From an optimization exercise on the open Yosys and OpenROAD flow, aimed at small area; shortcuts taken in it are not production practice.
In this exercise RTL edits were held to simulation tests only and were not proved equivalent to the original.
The flow treats the clock pin as an ideal source, which a real chip does not have.
Power and IR drop assume default switching activity.

## build 23
==> flow/design.v (excerpt) <==
module hc_sr04(
	input			clk,
	input			rst_n,
	input			echo_in,
	output			trig_out,
	output			cycle_out,
	output			valid,
	output			timeout,
	output			busy,
	output	[6:0]	hex2,
	output	[6:0]	hex1,
	output	[6:0]	hex0
);
export LEC_CHECK = 0
export ABC_AREA = 1
export CAP_MARGIN = 20
export CORE_MARGIN = 2
export CORE_UTILIZATION = 40
export SLEW_MARGIN = 20
create_clock -name core_clock -period 20.0 [get_ports {clk}]
standard.sh (not shown) runs the stock make flow with config.mk's settings and CLKGATE_MAP_FILE= SYNTH_SCRIPT=/design/flow/synth_recipe.tcl, a recipe that flattens the netlist after the stock synthesis.
==> flow/flow/run.sh <==
#!/bin/bash
# Own layout flow:
#  1. the standard synthesis, unchanged (standard.sh synth);
#  2. the combinational logic between the registers re-mapped for area with Yosys/ABC
#     (flow/reopt.ys, flow/area.abc); registers keep their instances, names and cells;
#  3. the standard floorplan, placement, CTS, routing and finish, with
#     - port buffers of the smallest buffer cell (every input and output still gets one),
#     - clock tree synthesis without dummy loads and with small clock buffers.
# Each tool's output goes to a log of its own in this folder.
set -euo pipefail
W=$(pwd)
R=$W/orfs/results/${FLOW_PLATFORM}/hc_sr04/base
LIB=$FLOW_HOME/platforms/${FLOW_PLATFORM}/lib/sky130_fd_sc_hd__tt_025C_1v80.lib
YOSYS=$FLOW_HOME/../tools/install/yosys/bin/yosys
[[ -x $YOSYS ]] || YOSYS=yosys

bash standard.sh synth > synth.log 2>&1

cp $R/1_2_yosys.v $W/synth_standard.v
sed -e "s#LIBERTY#$LIB#g" -e "s#IN_NETLIST#$W/synth_standard.v#" -e "s#OUT_NETLIST#$W/synth_reopt.v#" \
    -e "s#ABC_SCRIPT#$W/flow/area.abc#" flow/reopt.ys > reopt_run.ys
$YOSYS -s reopt_run.ys > reopt.log 2>&1
cp $W/synth_reopt.v $R/1_2_yosys.v
rm -f $R/1_synth.odb $R/1_synth.sdc
bash standard.sh synth > synth_odb.log 2>&1

export BUFFER_PORTS_ARGS="-buffer_cell sky130_fd_sc_hd__buf_1"
export CTS_ARGS="-sink_clustering_enable -repair_clock_nets -dont_use_dummy_load -buf_list {sky130_fd_sc_hd__clkbuf_2 sky130_fd_sc_hd__clkbuf_4 sky130_fd_sc_hd__clkbuf_8}"
bash standard.sh floorplan > floorplan.log 2>&1
bash standard.sh place > place.log 2>&1
bash standard.sh cts > cts.log 2>&1
bash standard.sh route > route.log 2>&1
bash standard.sh finish > finish.log 2>&1
==> flow/flow/area.abc <==
strash; &get -n; &deepsyn -T 30; &put; dch -f; amap; topo
==> flow/flow/reopt.ys <==
# Re-map the combinational logic of the standard synthesis netlist for area.
# Registers and tie cells are kept as black boxes: the same instances, names and cells.
read_liberty -ignore_miss_func LIBERTY
blackbox sky130_fd_sc_hd__df* sky130_fd_sc_hd__conb_1
read_verilog IN_NETLIST
hierarchy -top hc_sr04
flatten
opt_clean -purge
abc -script ABC_SCRIPT -liberty LIBERTY -dont_use *lpflow* -dont_use *probe*
opt_clean -purge
hilomap -singleton -hicell sky130_fd_sc_hd__conb_1 HI -locell sky130_fd_sc_hd__conb_1 LO
splitnets
opt_clean -purge
insbuf -buf sky130_fd_sc_hd__buf_1 A X
rename -enumerate -pattern _rn%_ w:*.*
stat -liberty LIBERTY
write_verilog -noattr -nohex -nodec OUT_NETLIST
Per the final summary, build 23 finished and its layout is clean on timing, DRC and antenna.
[inputs] build 62 vs build 23
diff --git a/flow/flow/run.sh b/flow/flow/run.sh
--- a/flow/flow/run.sh
+++ b/flow/flow/run.sh
@@ -26,5 +26,5 @@
 
 export BUFFER_PORTS_ARGS="-buffer_cell sky130_fd_sc_hd__buf_1"
-export CTS_ARGS="-sink_clustering_enable -repair_clock_nets -dont_use_dummy_load -buf_list {sky130_fd_sc_hd__clkbuf_2 sky130_fd_sc_hd__clkbuf_4 sky130_fd_sc_hd__clkbuf_8}"
+export CTS_ARGS="-sink_clustering_enable -repair_clock_nets -dont_use_dummy_load -buf_list {sky130_fd_sc_hd__clkbuf_2 sky130_fd_sc_hd__clkbuf_4} -root_buf sky130_fd_sc_hd__clkbuf_4 -sink_clustering_size 20"
 bash standard.sh floorplan > floorplan.log 2>&1
 bash standard.sh place > place.log 2>&1
==> comparison <==
Build 23 has lower clock latency on the worst-skew pair than build 62.
Number of filler instances in the final layout grows slightly when moving from build 23 to build 62.
Build 62: no failed stages, no open violations at the end
The core of build 62 is less densely filled than that of build 23.
Reported for build 23 and build 62, clock-buffer cell count turned out identical to the last digit.
Setup changes, build 62 to build 18
diff --git a/flow/flow/run.sh b/flow/flow/run.sh
--- a/flow/flow/run.sh
+++ b/flow/flow/run.sh
@@ -26,5 +26,5 @@
 
 export BUFFER_PORTS_ARGS="-buffer_cell sky130_fd_sc_hd__buf_1"
-export CTS_ARGS="-sink_clustering_enable -repair_clock_nets -dont_use_dummy_load -buf_list {sky130_fd_sc_hd__clkbuf_2 sky130_fd_sc_hd__clkbuf_4} -root_buf sky130_fd_sc_hd__clkbuf_4 -sink_clustering_size 20"
+export CTS_ARGS="-sink_clustering_enable -repair_clock_nets -dont_use_dummy_load -buf_list {sky130_fd_sc_hd__clkbuf_4} -root_buf sky130_fd_sc_hd__clkbuf_4 -sink_clustering_size 30 -sink_clustering_max_diameter 100"
 bash standard.sh floorplan > floorplan.log 2>&1
 bash standard.sh place > place.log 2>&1
Findings:
Horizontal die dimension came out exactly the same in build 62 and build 18. Comparing build 62 against build 18, there is no change at all in total power after layout. From build 62 to build 18 the numbers moved as follows: global-route wire length before repair comparable; count of placed standard cells including taps comparable; sequential share of layout area comparable; met2 track demand over resource in global routing comparable. Comparing build 18 against build 62, there is no change at all in fmax. As far as setup skew after layout goes, build 62 and build 18 are indistinguishable; the numbers are identical. From build 18 to build 62, ratio of cells with drive above 1 in the final layout did not move at all.

== v6 ==
hc_sr04, a different RTL version from the one above (not shown whole).
Size in the first run: roughly 29 I/O pins, about 2900 sq um of cells after synthesis.
==> flow/design.v (excerpt) <==
module hc_sr04(
	input			clk,
	input			rst_n,
	input			echo_in,
	output			trig_out,
	output			cycle_out,
	output			valid,
	output			timeout,
	output			busy,
	output	[6:0]	hex2,
	output	[6:0]	hex1,
	output	[6:0]	hex0
);
==> flow/config.mk <==
export PLATFORM = sky130hd
export DESIGN_NAME = hc_sr04
export DESIGN_NICKNAME = hc_sr04
export VERILOG_FILES = /design/flow/design.v
export SDC_FILE = /design/flow/constraint.sdc
export NUM_CORES = 4
export LEC_CHECK = 0
export ABC_AREA = 1
export CAP_MARGIN = 20
export CORE_MARGIN = 2
export CORE_UTILIZATION = 40
export SLEW_MARGIN = 20
==> flow/constraint.sdc <==
create_clock -name core_clock -period 20.0 [get_ports {clk}]
set_input_delay 4.0000 -clock core_clock [delete_from_list [all_inputs] [get_ports {clk}]]
set_output_delay 4.0000 -clock core_clock [all_outputs]
set_load 0.01 [all_outputs]
==> flow/flow/run.sh <==
#!/bin/bash
# Own layout flow: the standard ORFS flow (standard synthesis unchanged), with
#  - port buffers of the smallest buffer cell (every input and output still gets one),
#  - clock tree synthesis without dummy loads and with small clock buffers.
# Each tool's output goes to a log of its own in this folder (ORFS keeps per-step logs
# under orfs/logs as well).
set -euo pipefail
export BUFFER_PORTS_ARGS="-buffer_cell sky130_fd_sc_hd__buf_1"
export CTS_ARGS="-sink_clustering_enable -repair_clock_nets -dont_use_dummy_load -buf_list {sky130_fd_sc_hd__clkbuf_2 sky130_fd_sc_hd__clkbuf_4 sky130_fd_sc_hd__clkbuf_8}"
bash standard.sh synth > synth.log 2>&1
bash standard.sh floorplan > floorplan.log 2>&1
bash standard.sh place > place.log 2>&1
bash standard.sh cts > cts.log 2>&1
bash standard.sh route > route.log 2>&1
bash standard.sh finish > finish.log 2>&1
In summary, v6 completed successfully, with a layout that passed the timing, DRC and antenna checks.
For v7, these inputs were changed with respect to v6:
# v6
export LEC_CHECK = 0
export ABC_AREA = 1
export CAP_MARGIN = 20
export CORE_MARGIN = 2
export CORE_UTILIZATION = 40
export SLEW_MARGIN = 20
create_clock -name core_clock -period 20.0 [get_ports {clk}]
# v7
export LEC_CHECK = 0
export CAP_MARGIN = 20
export CORE_MARGIN = 2
export CORE_UTILIZATION = 40
export SLEW_MARGIN = 20
create_clock -name core_clock -period 20.0 [get_ports {clk}]
==> flow/run.sh (new file) <==
#!/bin/bash
# synth_recipe.tcl (not shown) runs the flow's synth.tcl, then flattens the netlist and writes it again
# the make line also repeats each setting of config.mk as NAME=value (left out here)
make -C /OpenROAD-flow-scripts/flow DESIGN_CONFIG=/design/flow/config.mk WORK_HOME=/design/flow/orfs CLKGATE_MAP_FILE= SYNTH_SCRIPT=/design/flow/synth_recipe.tcl finish
removed: flow/flow/run.sh
removed: flow/standard.sh
==> summary.txt <==
v7: done, clean on timing, DRC and antenna. v7 vs v6 — area of the mapped netlist rose about 2%. The period utilization number comes out lower for v6 vs v7. Looking at largest fanout on the critical path across v6 and v7, the one that comes out lower is v7. In the final reports, the cell area of v7 is larger than that of v6. v7 ends up with higher via-per-instance ratio than v6 does. v7 leaves less setup margin than v6. Summary: with v6 as the reference, via count of the first global-routing pass in v7 moved down by a few percent.

Another version of the RTL of hc_sr04 (not shown whole).
For scale: ~210 cells after synthesis, ~0.0022 sq mm of cells after synthesis.
clock: 20.0 ns
lec_check: 0
abc_area: 1
cap_margin: 20
core_margin: 2
core_utilization: 40
slew_margin: 20
==> flow/flow/run.sh <==
#!/bin/bash
# Own layout flow:
#  1. the standard synthesis, unchanged (standard.sh synth);
#  2. the combinational logic between the registers re-mapped for area with Yosys/ABC
#     (flow/reopt.ys, flow/area.abc; eight seeds, the smallest result kept); registers keep
#     their instances, names and cells;
#  3. the standard floorplan, placement, CTS, routing and finish, with
#     - port buffers of the smallest buffer cell (every input and output still gets one),
#     - a clock tree of four leaf buffers, one per k-means group of flip-flops,
#       driven straight from the clock port (flow/clocktree.tcl).
# Each tool's output goes to a log of its own in this folder.
set -euo pipefail
W=$(pwd)
R=$W/orfs/results/${FLOW_PLATFORM}/hc_sr04/base
LIB=$FLOW_HOME/platforms/${FLOW_PLATFORM}/lib/sky130_fd_sc_hd__tt_025C_1v80.lib
YOSYS=$FLOW_HOME/../tools/install/yosys/bin/yosys
[[ -x $YOSYS ]] || YOSYS=yosys

bash standard.sh synth > synth.log 2>&1

cp $R/1_2_yosys.v $W/synth_standard.v
# Eight ABC runs with different seeds (four at a time); the smallest netlist is kept.
for s in 1 2 3 4 5 6 7 8; do
  sed "s/SEED/$s/" flow/area.abc > area_$s.abc
  sed -e "s#LIBERTY#$LIB#g" -e "s#IN_NETLIST#$W/synth_standard.v#" -e "s#OUT_NETLIST#$W/synth_reopt_$s.v#" \
      -e "s#ABC_SCRIPT#$W/area_$s.abc#" flow/reopt.ys > reopt_run_$s.ys
  $YOSYS -s reopt_run_$s.ys > reopt_$s.log 2>&1 &
  if (( s % 4 == 0 )); then wait; fi
done
wait
best=""
for s in 1 2 3 4 5 6 7 8; do
  a=$(grep "Chip area" reopt_$s.log | tail -1 | awk '{print $NF}')
  echo "reopt seed $s: $a" >> reopt_choice.log
  if [[ -n "$a" && -f synth_reopt_$s.v ]] && { [[ -z "$best" ]] || awk "BEGIN{exit !($a < $besta)}"; }; then
    best=$s; besta=$a
  fi
done
echo "chosen: seed $best ($besta)" >> reopt_choice.log
cp $W/synth_reopt_$best.v $W/synth_reopt.v
cp $W/synth_reopt.v $R/1_2_yosys.v
rm -f $R/1_synth.odb $R/1_synth.sdc
bash standard.sh synth > synth_odb.log 2>&1

export BUFFER_PORTS_ARGS="-buffer_cell sky130_fd_sc_hd__buf_1"
export PRE_CTS_TCL=$W/flow/clocktree.tcl
export CTS_ARGS="-repair_clock_nets -dont_use_dummy_load -clk_nets clk -buf_list {sky130_fd_sc_hd__clkbuf_8}"
bash standard.sh floorplan > floorplan.log 2>&1
bash standard.sh place > place.log 2>&1
bash standard.sh cts > cts.log 2>&1
bash standard.sh route > route.log 2>&1
bash standard.sh finish > finish.log 2>&1
Scripts as last shown in full above: flow/flow/reopt.ys
Other scripts of this flow, unchanged in this note and not shown: flow/flow/area.abc, flow/flow/clocktree.tcl
Next try:
--- a/flow/flow/run.sh
+++ b/flow/flow/run.sh
@@ -3,5 +3,5 @@
 #  1. the standard synthesis, unchanged (standard.sh synth);
 #  2. the combinational logic between the registers re-mapped for area with Yosys/ABC
-#     (flow/reopt.ys, flow/area.abc; eight seeds, the smallest result kept); registers keep
+#     (flow/reopt.ys, flow/area.abc; twelve seeds, the smallest result kept); registers keep
 #     their instances, names and cells;
 #  3. the standard floorplan, placement, CTS, routing and finish, with
@@ -20,6 +20,6 @@
 
 cp $R/1_2_yosys.v $W/synth_standard.v
-# Eight ABC runs with different seeds (four at a time); the smallest netlist is kept.
-for s in 1 2 3 4 5 6 7 8; do
+# Twelve ABC runs with different seeds (four at a time); the smallest netlist is kept.
+for s in 1 2 3 4 5 6 7 8 9 10 11 12; do
   sed "s/SEED/$s/" flow/area.abc > area_$s.abc
   sed -e "s#LIBERTY#$LIB#g" -e "s#IN_NETLIST#$W/synth_standard.v#" -e "s#OUT_NETLIST#$W/synth_reopt_$s.v#" \
@@ -30,5 +30,5 @@
 wait
 best=""
-for s in 1 2 3 4 5 6 7 8; do
+for s in 1 2 3 4 5 6 7 8 9 10 11 12; do
   a=$(grep "Chip area" reopt_$s.log | tail -1 | awk '{print $NF}')
   echo "reopt seed $s: $a" >> reopt_choice.log
Outcome:
- The new run completed without violations
- routed wire length stays the same
- setup slack stays the same
- design area stays the same
- die area is unchanged
- final cell count does not change
- via count is unchanged
- power does not change
- critical path depth stays the same
- first-iteration DRC count stays the same
- hold slack stays the same

==> separate check: timing with driven ports <==
Ports are ideal in the flow. The routed layouts listed here were re-timed in OpenROAD.
Step 1 sets driving cells, clkbuf_16 on the clock port and buf_2 on the other inputs (assumed; they add their load-dependent delay and slew).
Step 2 also shifts input and output timing later by t, the mid clock arrival at the registers, as if the neighbouring blocks saw the same clock.
a / b / c = ideal ports / drivers / drivers and shift; a / b = the first two.
| run | t (ns) | slack for setup (ns) | latest minus earliest clock arrival (ns) |
|---|---|---|---|
| build 23 | 0.339 | 14.142 / 14.117 / 14.456 | 0.015 / 0.016 |
| build 62 | 0.392 | 14.074 / 14.052 / 14.443 | 0.027 / 0.027 |
| build 18 | 0.392 | 14.074 / 14.052 / 14.443 | 0.027 / 0.027 |
| v6 | 0.357 | 14.111 / 14.084 / 14.441 | 0.018 / 0.018 |
| v7 | 0.367 | 13.678 / 13.651 / 14.018 | 0.009 / 0.008 |
| the first run of note 3 | 0.203 | 14.041 / 13.991 / 14.194 | 0.009 / 0.010 |
| the second run of note 3 | 0.203 | 14.041 / 13.991 / 14.194 | 0.009 / 0.010 |
After both steps every run listed still meets setup and hold.
